Source: an optimization exercise on an open RTL-to-GDS flow (aim: small area and a short achievable clock period). Production flows keep margins and buffers that such runs may drop. Only simulation tests tie the RTL to the original design; equivalence was not proved. Power figures rest on the tool's default switching activity, not on a simulated workload.

`flow/run.sh`:
```
#!/bin/bash
set -o pipefail
bash standard.sh \
  SETUP_SLACK_MARGIN=5.7 \
  REMOVE_ABC_BUFFERS=1 \
  "BUFFER_PORTS_ARGS=-buffer_cell sky130_fd_sc_hd__buf_4" \
  "CTS_ARGS=-sink_clustering_enable -repair_clock_nets -sink_clustering_size 20 -sink_clustering_max_diameter 50 -dont_use_dummy_load" \
  finish > standard_flow.log 2>&1
```
`standard.sh`:
```
#!/bin/bash
# synth_recipe.tcl (not shown) runs the flow's synth.tcl, then flattens the netlist and writes it again
# the make line also repeats each setting of config.mk as NAME=value (left out here)
make -C /OpenROAD-flow-scripts/flow DESIGN_CONFIG=/design/flow/config.mk WORK_HOME=/design/flow/orfs CLKGATE_MAP_FILE= SYNTH_SCRIPT=/design/flow/synth_recipe.tcl "${@:-finish}"
```
`config.mk`:
```
export PLATFORM = sky130hd
export DESIGN_NAME = Pipeline
export DESIGN_NICKNAME = Pipeline
export VERILOG_FILES = /design/flow/design.v
export SDC_FILE = /design/flow/constraint.sdc
export NUM_CORES = 4
export LEC_CHECK = 0
export CAP_MARGIN = 20
export CORE_MARGIN = 2
export CORE_UTILIZATION = 40
export PLACE_DENSITY = 0.5
export SLEW_MARGIN = 20
```
`design.v`:
```
`timescale 1ns / 1ps
module Pipeline(clk,
                HLEN,
                Instr_IN,
                Instr_IN_addr,
                Instr_IN_en,
                mode_code,
                pkt_in,
                rst,
                rst_FIFO,
                thread_IF,
                FIFO_EMPTY,
                FIFO_FULL,
                pkt_out);
    input clk;
    input [63:0] HLEN;
    input [31:0] Instr_IN;
    input [8:0] Instr_IN_addr;
    input Instr_IN_en;
    input [1:0] mode_code;
    input [63:0] pkt_in;
    input rst;
    input rst_FIFO;
    input [1:0] thread_IF;
   output FIFO_EMPTY;
   output FIFO_FULL;
   output [63:0] pkt_out;
   integer k;
   wire [5:0] in_op = Instr_IN[31:26];
   wire in_as = (in_op == 6'd1) | (in_op == 6'd9);
   wire in_movi = (in_op == 6'd2);
   wire in_short = ~in_as & ~in_movi;
   reg [2:0] in_sc;
   always @(*) begin
      case (in_op)
         6'd3: in_sc = 3'd1;
         6'd4: in_sc = 3'd2;
         6'd5: in_sc = 3'd3;
         6'd6: in_sc = 3'd4;
         6'd7: in_sc = 3'd5;
         6'd8: in_sc = 3'd6;
         default: in_sc = 3'd0;
      endcase
   end
   wire [25:0] in_enc = {in_as, (in_op == 6'd9) | in_short, Instr_IN[23:10],
                         in_short ? in_sc : Instr_IN[9:7], Instr_IN[6:0]};
   wire [6:0] in_idx = {Instr_IN_addr[8:7], Instr_IN_addr[4:0]};
   reg [26*128-1:0] imem;
   always @(posedge clk) begin
      for (k = 0; k < 128; k = k + 1)
         if (Instr_IN_en && in_idx == k)
            imem[k*26 +: 26] <= in_enc;
   end
   reg [31:0] pc0, pc1, pc2, pc3;
   reg [25:0] fw0, fw1, fw2, fw3;
   always @(*) begin
      fw0 = 26'd0; fw1 = 26'd0; fw2 = 26'd0; fw3 = 26'd0;
      for (k = 0; k < 32; k = k + 1) begin
         fw0 = fw0 | ({26{pc0[k]}} & imem[(k+0)*26 +: 26]);
         fw1 = fw1 | ({26{pc1[k]}} & imem[(k+32)*26 +: 26]);
         fw2 = fw2 | ({26{pc2[k]}} & imem[(k+64)*26 +: 26]);
         fw3 = fw3 | ({26{pc3[k]}} & imem[(k+96)*26 +: 26]);
      end
   end
   reg [25:0] fetch;
   always @(*) begin
      case (thread_IF)
         2'd0: fetch = fw0;
         2'd1: fetch = fw1;
         2'd2: fetch = fw2;
         default: fetch = fw3;
      endcase
   end
   reg [64*32-1:0] rf;
   reg [31:0] rf_v;
   reg [63:0] r0_0, r0_1, r0_2, r0_3, r1_0, r1_1, r1_2, r1_3;
   always @(*) begin
      r0_0 = 64'd0; r0_1 = 64'd0; r0_2 = 64'd0; r0_3 = 64'd0;
      r1_0 = 64'd0; r1_1 = 64'd0; r1_2 = 64'd0; r1_3 = 64'd0;
      for (k = 0; k < 8; k = k + 1) begin
         r0_0 = r0_0 | ({64{(fw0[23:21] == k) & rf_v[k]}} & rf[(k+0)*64 +: 64]);
         r0_1 = r0_1 | ({64{(fw1[23:21] == k) & rf_v[k+8]}} & rf[(k+8)*64 +: 64]);
         r0_2 = r0_2 | ({64{(fw2[23:21] == k) & rf_v[k+16]}} & rf[(k+16)*64 +: 64]);
         r0_3 = r0_3 | ({64{(fw3[23:21] == k) & rf_v[k+24]}} & rf[(k+24)*64 +: 64]);
         r1_0 = r1_0 | ({64{(fw0[18:16] == k) & rf_v[k]}} & rf[(k+0)*64 +: 64]);
         r1_1 = r1_1 | ({64{(fw1[18:16] == k) & rf_v[k+8]}} & rf[(k+8)*64 +: 64]);
         r1_2 = r1_2 | ({64{(fw2[18:16] == k) & rf_v[k+16]}} & rf[(k+16)*64 +: 64]);
         r1_3 = r1_3 | ({64{(fw3[18:16] == k) & rf_v[k+24]}} & rf[(k+24)*64 +: 64]);
      end
   end
   reg [63:0] r0_f, r1_f;
   always @(*) begin
      case (thread_IF)
         2'd0: begin r0_f = r0_0; r1_f = r1_0; end
         2'd1: begin r0_f = r0_1; r1_f = r1_1; end
         2'd2: begin r0_f = r0_2; r1_f = r1_2; end
         default: begin r0_f = r0_3; r1_f = r1_3; end
      endcase
   end
   reg [25:0] ins;           
   reg [1:0] thread_ID;
   reg [63:0] rs_data, rt_data;
   always @(posedge clk) begin
      ins <= fetch;
      if (rst) begin
         thread_ID <= 2'd0;
         rs_data <= 64'd0;
         rt_data <= 64'd0;
      end else begin
         thread_ID <= thread_IF;
         rs_data <= r0_f;
         rt_data <= r1_f;
      end
   end
   wire id_as = ins[25];
   wire id_addi = ins[25] & ~ins[24];
   wire id_subi = ins[25] & ins[24];
   wire id_movi = ~ins[25] & ~ins[24];
   wire id_short = ~ins[25] & ins[24];
   wire [2:0] id_sc = ins[9:7];
   wire id_lw = id_short & (id_sc == 3'd1);
   wire id_sw = id_short & (id_sc == 3'd2);
   wire id_beq = id_short & (id_sc == 3'd3);
   wire id_bgt = id_short & (id_sc == 3'd4);
   wire id_blt = id_short & (id_sc == 3'd5);
   wire id_j = id_short & (id_sc == 3'd6);
   wire [4:0] id_rt = ins[20:16];
   wire [15:0] id_off = ins[15:0];
   wire br_eq = (rt_data == rs_data);
   wire br_gt = ($signed(rt_data) > $signed(rs_data));
   wire br_lt = ($signed(rt_data) < $signed(rs_data));
   wire pc_ctrl = (id_beq & br_eq) | (id_bgt & br_gt) | (id_blt & br_lt) | id_j;
   wire [31:0] bta1h = 32'd1 << id_off[4:0];
   wire tk0 = pc_ctrl & (thread_ID == 2'd0);
   wire tk1 = pc_ctrl & (thread_ID == 2'd1);
   wire tk2 = pc_ctrl & (thread_ID == 2'd2);
   wire tk3 = pc_ctrl & (thread_ID == 2'd3);
   always @(posedge clk) begin
      if (rst) begin
         pc0 <= 32'd1; pc1 <= 32'd1; pc2 <= 32'd1; pc3 <= 32'd1;
      end else begin
         if (tk0) pc0 <= bta1h; else if (thread_IF == 2'd0) pc0 <= {pc0[30:0], pc0[31]};
         if (tk1) pc1 <= bta1h; else if (thread_IF == 2'd1) pc1 <= {pc1[30:0], pc1[31]};
         if (tk2) pc2 <= bta1h; else if (thread_IF == 2'd2) pc2 <= {pc2[30:0], pc2[31]};
         if (tk3) pc3 <= bta1h; else if (thread_IF == 2'd3) pc3 <= {pc3[30:0], pc3[31]};
      end
   end
   wire [63:0] id_x = id_sw ? rt_data : rs_data;
   wire [4:0] id_a5 = rs_data[4:0] + id_off[4:0];
   reg ex_lw, ex_sw, ex_wre, ex_sub, ex_movi;
   reg [4:0] ex_rt;
   reg [4:0] ex_a5;
   reg [63:0] ex_x;
   reg [15:0] ex_off;
   reg [1:0] ex_thread;
   always @(posedge clk) begin
      if (rst) begin
         ex_lw <= 1'b0; ex_sw <= 1'b0; ex_wre <= 1'b0; ex_rt <= 5'd0;
      end else begin
         ex_lw <= id_lw; ex_sw <= id_sw; ex_wre <= id_as | id_movi | id_lw;
         ex_rt <= id_rt;
      end
      ex_sub <= id_subi;
      ex_movi <= id_movi;
      ex_a5 <= id_a5;
      ex_x <= id_x;
      ex_off <= id_off;
      ex_thread <= thread_ID;
   end
   wire [16:0] ex_lo = ex_sub ? {1'b0, ex_x[15:0]} - {1'b0, ex_off}
                              : {1'b0, ex_x[15:0]} + {1'b0, ex_off};
   wire [47:0] ex_hi_inc = ex_x[63:16] + 48'd1;
   wire [47:0] ex_hi_dec = ex_x[63:16] - 48'd1;
   wire [47:0] ex_hi = ex_lo[16] ? (ex_sub ? ex_hi_dec : ex_hi_inc) : ex_x[63:16];
   wire [63:0] ex_val = ex_movi ? {48'd0, ex_off} :
                        ex_sw ? ex_x : {ex_hi, ex_lo[15:0]};
   wire wp_en = (mode_code == 2'b00);
   wire rp_en = (mode_code == 2'b01);
   reg [5:0] WP, RP;
   reg a_empty, a_full, f_empty, f_full;
   reg [4:0] hlen;
   wire inc_w = wp_en & ~f_full;
   wire inc_r = rp_en & ~f_empty;
   wire [5:0] WP_p1 = WP + 6'd1;
   wire [5:0] RP_p1 = RP + 6'd1;
   wire [5:0] depth = WP - RP;
   wire eq0 = (WP == RP);
   wire eqw = (WP_p1 == RP);
   wire eqr = (RP_p1 == WP);
   wire eq_n = (inc_w == inc_r) ? eq0 : (inc_w ? eqw : eqr);
   wire ae_n = (depth < 6'd4);
   wire af_n = (depth > 6'd60);
   always @(posedge clk) begin
      if (rst_FIFO) begin
         WP <= 6'd0; RP <= 6'd0;
         a_empty <= 1'b0; a_full <= 1'b0;
         f_empty <= 1'b0; f_full <= 1'b0;
         hlen <= 5'd0;
      end else begin
         if (inc_w) WP <= WP_p1;
         if (inc_r) RP <= RP_p1;
         a_empty <= ae_n; a_full <= af_n;
         f_empty <= eq_n & ae_n;
         f_full <= eq_n & af_n;
         if (wp_en) hlen <= HLEN[4:0];
      end
   end
   assign FIFO_EMPTY = f_empty;
   assign FIFO_FULL = f_full;
   wire [4:0] ex_addr = ex_a5 + hlen;
   wire [4:0] ex_da = (ex_lw | ex_sw) ? ex_addr : ex_rt;
   wire [4:0] da_n = rst ? 5'd0 : ex_da;
   wire [5:0] sa0 = {1'b0, da_n} + RP;
   wire [5:0] sa1 = {1'b0, da_n} + RP_p1;
   reg [5:0] m_sa;
   reg m_sw, m_lw, m_wre;
   reg [2:0] m_rt;
   reg [63:0] m_val;
   reg [1:0] m_thread;
   always @(posedge clk) begin
      if (rst_FIFO)
         m_sa <= {1'b0, da_n};
      else if (inc_r)
         m_sa <= sa1;
      else
         m_sa <= sa0;
      if (rst) begin
         m_sw <= 1'b0; m_lw <= 1'b0; m_wre <= 1'b0;
      end else begin
         m_sw <= ex_sw; m_lw <= ex_lw; m_wre <= ex_wre;
      end
      m_rt <= ex_rt[2:0];
      m_val <= ex_val;
      m_thread <= ex_thread;
   end
   reg [64*64-1:0] dmem;
   reg [63:0] rd_sel, wr_sel;
   always @(*) begin
      for (k = 0; k < 64; k = k + 1) begin
         rd_sel[k] = rp_en ? (RP == k) : (m_sa == k);
         wr_sel[k] = (wp_en & (WP == k)) | (~wp_en & m_sw & (m_sa == k));
      end
   end
   wire [63:0] d_wdata = wp_en ? pkt_in : m_val;
   reg [63:0] d_rdata;
   always @(*) begin
      d_rdata = 64'd0;
      for (k = 0; k < 64; k = k + 1)
         d_rdata = d_rdata | ({64{rd_sel[k]}} & dmem[k*64 +: 64]);
   end
   reg [63:0] dout;
   always @(posedge clk) begin
      dout <= d_rdata;
      for (k = 0; k < 64; k = k + 1)
         if (wr_sel[k])
            dmem[k*64 +: 64] <= d_wdata;
   end
   assign pkt_out = dout;
   wire [63:0] rf_wdata = m_lw ? d_rdata : m_val;
   always @(posedge clk) begin
      for (k = 0; k < 32; k = k + 1) begin
         if (m_wre && {m_thread, m_rt} == k)
            rf[k*64 +: 64] <= rf_wdata;
         if (rst)
            rf_v[k] <= 1'b0;
         else if (m_wre && {m_thread, m_rt} == k)
            rf_v[k] <= 1'b1;
      end
   end
endmodule
```
`constraint.sdc`:
```
create_clock -name core_clock -period 10.0 [get_ports {clk}]
set_input_delay 2.0000 -clock core_clock [delete_from_list [all_inputs] [get_ports {clk}]]
set_output_delay 2.0000 -clock core_clock [all_outputs]
set_load 0.01 [all_outputs]
```
==> results.cfg, run 1 <==
[cts]
cts_buffers = 949
cts.sinks = 10043
cts_tree = yes
cts_max_path_buffers = 5
clk_pin_slew_ps = 60
postCtsHoldBufs = 0
worstSkewPairLatency_ps = 1230
cts.htree.levels = 6
cts-root-buf = clkbuf_16

[detailed_routing]
ant_nets = 0
drcViolationCount = 0
wl_um = 1980000
wire_per_inst_um = 54.7
vias_per_cell = 7.62
drt_pass1_iterations = 14
vias = 275659
drt-initial-drc-count = 63973

[global_routing]
grt_pass1_vias = 238499
gr-total-overflow = 0
grt_pass1_wl_um = 2460000
antenna_found_initial = 232
track_usage = 0.392
grt_max_degree = 187

[placed_design]
gp_congestion = 0.880
port_buffers = 179
dp_hpwl_um = 895000
dpl_cell_area_mm2 = 0.400

[critical_path]
required_ps = 10890
r2r_cells = 9
cp_max_fo = 9
startpoint_type = input port
crit_end = rf[1961]
r2r_start = RP[2]
arrival_ps = 5520
end_kind = flip-flop
critPathLaunch = mode_code[1]
r2r_slack_ps = 5470
crit_type = in2reg
reg2reg_to = rf[1655]

[timing]
fin_crit_sh = 0.463
rsz0062_at_grt = true
slew_headroom = 0.0806
worstMarginPinSlew_ps = 1380
final.setup.tns_ps = 0
fin_skew_ps = 212
setup_viol_count_final = 0
hold_violations = 0
slew_violations = 0
fmax_mhz = 216
min_period_ps = 4630

[power]
power_switching_mw = 20.0
pwr-share-clk = 0.372
seqPwrFrac = 0.559
peakVddDrop_uv = 172
switching_share = 0.236
combPwrFrac = 0.069
internal_power_mw = 65.0
p_per_area_mw_per_mm2 = 189
leakagePower_nw = 142

[synth]
synth_ff_type = edfxtp_1
ys_seq_area_frac = 0.784
ys_ff_latch = 10043
synth_compound_area_frac = 0.145
ys.warnings.count = 1
synth.area.top_cells = edfxtp_1, a22o_1, a221oi_1, dfxtp_1, a22oi_1
syn_inst = 21609
netlist.area_leader.share = 0.754
synthXorXnorAreaFrac = 0.00223
synth_area_mm2 = 0.377
async_reset_ff_frac = 0
synth.largest_area_cell = edfxtp_1
synth_edf_count = 9472
yosys.area_share.simple = 0.0366
synth_top_family_by_area = compound AO/OA/AOI/OAI gates
synth-adder-area-share = 0.00534
synth_cell_type_count = 101
synthMuxAreaShare = 0.00802
synth_area_per_cell_um2 = 17.5

[layout]
fin_nets = 23697
multi_input_area_mm2 = 0.0861
stdcell_area_mm2 = 0.451
area_delta_synth_final_pct = 19.5
seqCellArea_mm2 = 0.296
drive_above_1_share = 0.202
fill_cells = 78197

[floorplan]
coreArea_mm2 = 0.940
die-area_mm2 = 0.951
die_width_um = 975
ios = 243
die_h_um = 975
initial_utilization = 0.401
core.rowCount = 356

[run]
cap_violations = 0

[hold_path]
worstHoldStart = ins[10]
hold_class = reg2reg

[status]
outcome = no timing/DRC/antenna violations
repair_timing:
action	in CTS	in global routing
cloned	335	82
gates resized for setup	1219	793
buffers inserted	495	268
pin swaps	302	322
setup endpoints to repair	3017	2415
cell type report:
cell class | count | area share
inverters | 119 | 0.00100
flip-flops and latches | 10043 | 0.657
clock buffers | 949 | 0.0527
diodes | 292 | 0.00162
multi-input cells | 10167 | 0.191
repair buffers | 2082 | 0.0622
well taps | 12530 | 0.0348
routing by layer:
layer	vias up	track usage	share of wire
li1	95871	-	-
met1	142826	0.498	0.34
met2	29595	0.560	0.41
met3	7215	0.143	0.16
met4	152	0.269	0.092
met5	-	0.00295	0.0013
stage by stage:
| stage | power [mW] | instances | setup WS, ps | util | hold slack [ps] |
|---|---|---|---|---|---|
| after floorplan | 49.6 | 20115 | 995 | - | 310 |
| after global placement | 52.1 | 33743 | 2510 | 0.426 | 314 |
| after detailed placement | 52.2 | 33751 | 2500 | 0.426 | 313 |
| after CTS | 84.1 | 35530 | 5520 | 0.470 | 326 |
| after global routing | 86.1 | 35944 | 5460 | 0.479 | 327 |
| final | 85.0 | 36182 | 5370 | 0.480 | 320 |
critical path: stages:
cell and delay (ps):
buf_12 110, nand2b_4 160, buf_12 140, buf_4 120, buf_6 120, nand2_8 110, buf_12 130, o22ai_4 110
buf_12 260, buf_12 190, buf_16 160, a22o_1 200, a221oi_2 160, nand4_1 220, or4_4 560, buf_12 180
mux2_4 430
power groups by stage:
| stage | logic, mW | clock network (mW) | registers, mW |
|---|---|---|---|
| 2_1_floorplan | 1.51 | 0 | 48.0 |
| 3_3_place_gp | 3.87 | 0 | 48.3 |
| 3_5_place_dp | 3.92 | 0 | 48.3 |
| 4_1_cts | 5.21 | 31.4 | 47.5 |
| 5_1_grt | 5.77 | 32.9 | 47.5 |
| 6_report | 5.89 | 31.6 | 47.5 |
sequential cells by signal (all words and copies together) (netlist names), 23 cells and up:
signal / count
pc2: 32
rt_data: 64
ins: 23
dmem: 4096
pc0: 32
imem: 3328
pc3: 32
rf_v: 32
pc1: 32
rs_data: 64
dout: 64
m_val: 64
ex_x: 64
rf: 2048
cell families (layout without fill, tap and decap cells):
family | after synthesis | in the layout
DFF | 10043 | 10043
AOI/OAI and AO/OA | 6715 | 6717
and+or+nand+nor | 2702 | 2726
buffers and inverters | 1613 | 3150
muxes | 282 | 470
adders and majority gates | 158 | 158
xor gates and xnor gates | 96 | 96
other | 0 | 292
synth_stat cells, types with 118 or more instances:
| cell type | count |
|---|---|
| a221oi_1 | 1724 |
| ha_1 | 153 |
| a222oi_1 | 448 |
| a21o_1 | 171 |
| mux2_2 | 140 |
| a22oi_1 | 1502 |
| clkbuf_1 | 847 |
| dfxtp_1 | 571 |
| buf_2 | 387 |
| inv_1 | 118 |
| a22o_1 | 1747 |
| a21oi_1 | 480 |
| buf_1 | 204 |
| edfxtp_1 | 9472 |
| nor2_1 | 383 |
| nand3_1 | 482 |
| nand4_1 | 572 |
| nand2_1 | 781 |
| mux2i_1 | 139 |
cell usage in the layout (no fill, tap or decap), types with 114 or more instances in the layout:
| master | netlist | layout |
|---|---|---|
| edfxtp_1 | 9472 | 9472 |
| a22o_1 | 1747 | 1742 |
| a22oi_1 | 1502 | 1499 |
| a221oi_1 | 1724 | 1223 |
| buf_4 | 43 | 1077 |
| clkbuf_16 | 0 | 1007 |
| nand2_1 | 781 | 714 |
| nand4_1 | 572 | 572 |
| a221oi_2 | 3 | 482 |
| nand3_1 | 482 | 472 |
| a21oi_1 | 480 | 468 |
| buf_12 | 0 | 452 |
| a222oi_1 | 448 | 448 |
| dfxtp_1 | 571 | 435 |
| diode_2 | 0 | 292 |
| mux2_4 | 0 | 234 |
| nor2_1 | 383 | 216 |
| buf_6 | 11 | 216 |
| a21o_1 | 171 | 171 |
| buf_16 | 0 | 170 |
| nor2_4 | 1 | 168 |
| ha_1 | 153 | 148 |
| mux2i_1 | 139 | 134 |
| o22ai_4 | 11 | 128 |
| inv_1 | 118 | 114 |
how the worst min path moves through the flow:
stage / endpoint / slack (ps) / cells after the start
after floorplan: ex_off[10] / 310 / 0
after detailed placement: ex_off[6] / 310 / 0
after global routing: ex_off[10] / 330 / 0
after global placement: ex_off[5] / 310 / 0
final: ex_off[10] / 320 / 0
after CTS: ex_off[6] / 330 / 0
==> inputs of run 2 (changes only) <==
--- a/config.mk
+++ b/config.mk
@@ -10,2 +10,3 @@
 export CORE_UTILIZATION = 40
+export MIN_ROUTING_LAYER = met2
 export PLACE_DENSITY = 0.5
==> run 2 against run 1 <==
  * The run now fails in 5_1_grt
  * Synthesized cell count is the same
  * Area after synthesis is the same
==> results.cfg, run 2 <==
[synth]
async_reset_ff_frac = 0
synth_area_per_cell_um2 = 17.5
synth.largest_area_cell = edfxtp_1
synth_area_mm2 = 0.377
syn_inst = 21609
ys.warnings.count = 1
ys_ff_latch = 10043
synth_ff_type = edfxtp_1
synthMuxAreaShare = 0.00802
synth.area.top_cells = edfxtp_1, a22o_1, a221oi_1, dfxtp_1, a22oi_1
synth_edf_count = 9472
synth_cell_type_count = 101
synthTopCellsByCount = edfxtp_1, a22o_1, a221oi_1
netlist.area_leader.share = 0.754
synth_top_family_by_area = compound AO/OA/AOI/OAI gates
synth_most_common_cell = edfxtp_1
synthXorXnorAreaFrac = 0.00223
ys_seq_area_frac = 0.784
synth_compound_area_frac = 0.145
synth-adder-area-share = 0.00534
yosys.area_share.simple = 0.0366

[status]
lastStage = 5_1_grt
error = [ERROR GRT-0116] Global routing finished with congestion. Check the congestion regions in the DRC Viewer.
outcome = aborted with a tool error

[cts]
postCtsHoldBufs = 0
cts.htree.levels = 6
cts.sinks = 10043
cts_buffers = 967
cts_max_path_buffers = 5
cts-root-buf = clkbuf_16

[floorplan]
ios = 243
die_h_um = 975
die_width_um = 975
initial_utilization = 0.401
core.rowCount = 356

[global_routing]
track_usage = 0.666
grt_pass1_wl_um = 2900000
gr-total-overflow = 796
grt_pass1_vias = 371733
grt_max_degree = 166

[placed_design]
dp_hpwl_um = 897000
port_buffers = 179
gp_congestion = 1.00
-- run 2: cell counts after synthesis --
No cell type changed its count.
-- run 2: metrics by stage --
stage               cells  utilization  area, um2  setup WS, ps
floorplan           20115            -     371000           995
global placement    33749        0.426     400000          2420
detailed placement  33752        0.426     400000          2400
CTS                 35741        0.475     446000          5460
-- run 2: worst min path at each step --
stage / end / slack [ps]
2_1_floorplan: ex_off[10] / 310
3_3_place_gp: ex_off[13] / 310
3_5_place_dp: ex_off[10] / 320
4_1_cts: ex_off[13] / 320
-- run 2: cell families after synthesis --
logic type	after synthesis
flip-flops	10043
AO/OA/AOI/OAI	6715
AND/OR/NAND/NOR	2702
buffers and inverters	1613
multiplexers	282
adder cells (fa/ha/maj)	158
XOR/XNOR	96
-- run 2: power groups by stage --
stage / Combinational, mW / Clock [mW] / Sequential (mW)
after global placement: 3.87 / 0 / 48.3
after CTS: 5.26 / 31.8 / 47.5
after floorplan: 1.51 / 0 / 48.0
after detailed placement: 3.92 / 0 / 48.3
-- run 2: timing repair --
action,in CTS
pin swaps,354
endpoints found under the setup margin,3030
setup buffers,627
gates cloned,395
resized for setup,1358
-- run 2: per-layer routing --
layer / GRT overflow / GRT usage
met5: 101 / 0.549
met4: 79 / 0.496
met3: 558 / 0.739
met2: 58 / 0.703
met1: - / -

==> afterwards: timing with drivers on the ports <==
No port has a modelled driver above. Below, the same layout with a new extraction and two added sets of constraints.
Step 1 (the two cells are an assumption about what drives the block):
set clk [get_ports {clk}]
set_driving_cell -lib_cell sky130_fd_sc_hd__clkbuf_16 $clk
set_driving_cell -lib_cell sky130_fd_sc_hd__buf_2 [delete_from_list [all_inputs] $clk]
Step 2 also shifts input and output timing later by t, the mid clock arrival at the registers, as if the neighbouring blocks saw the same clock.
a / b / c = ideal / step 1 / step 2; a / b = the first two.
run: run 1
t (ns): 1.298
setup slack, ns: 5.368 / 5.337 / 4.039
hold slack, ns: 0.320 / 0.320 / 0.320
worst data-port slew with drivers (ns): 0.51
cell pins on the clock port's net: 1
After both steps setup and hold are still met in run 1. The setup slack of run 1 moves by -0.031 ns with the drivers and by -1.329 ns with both steps.
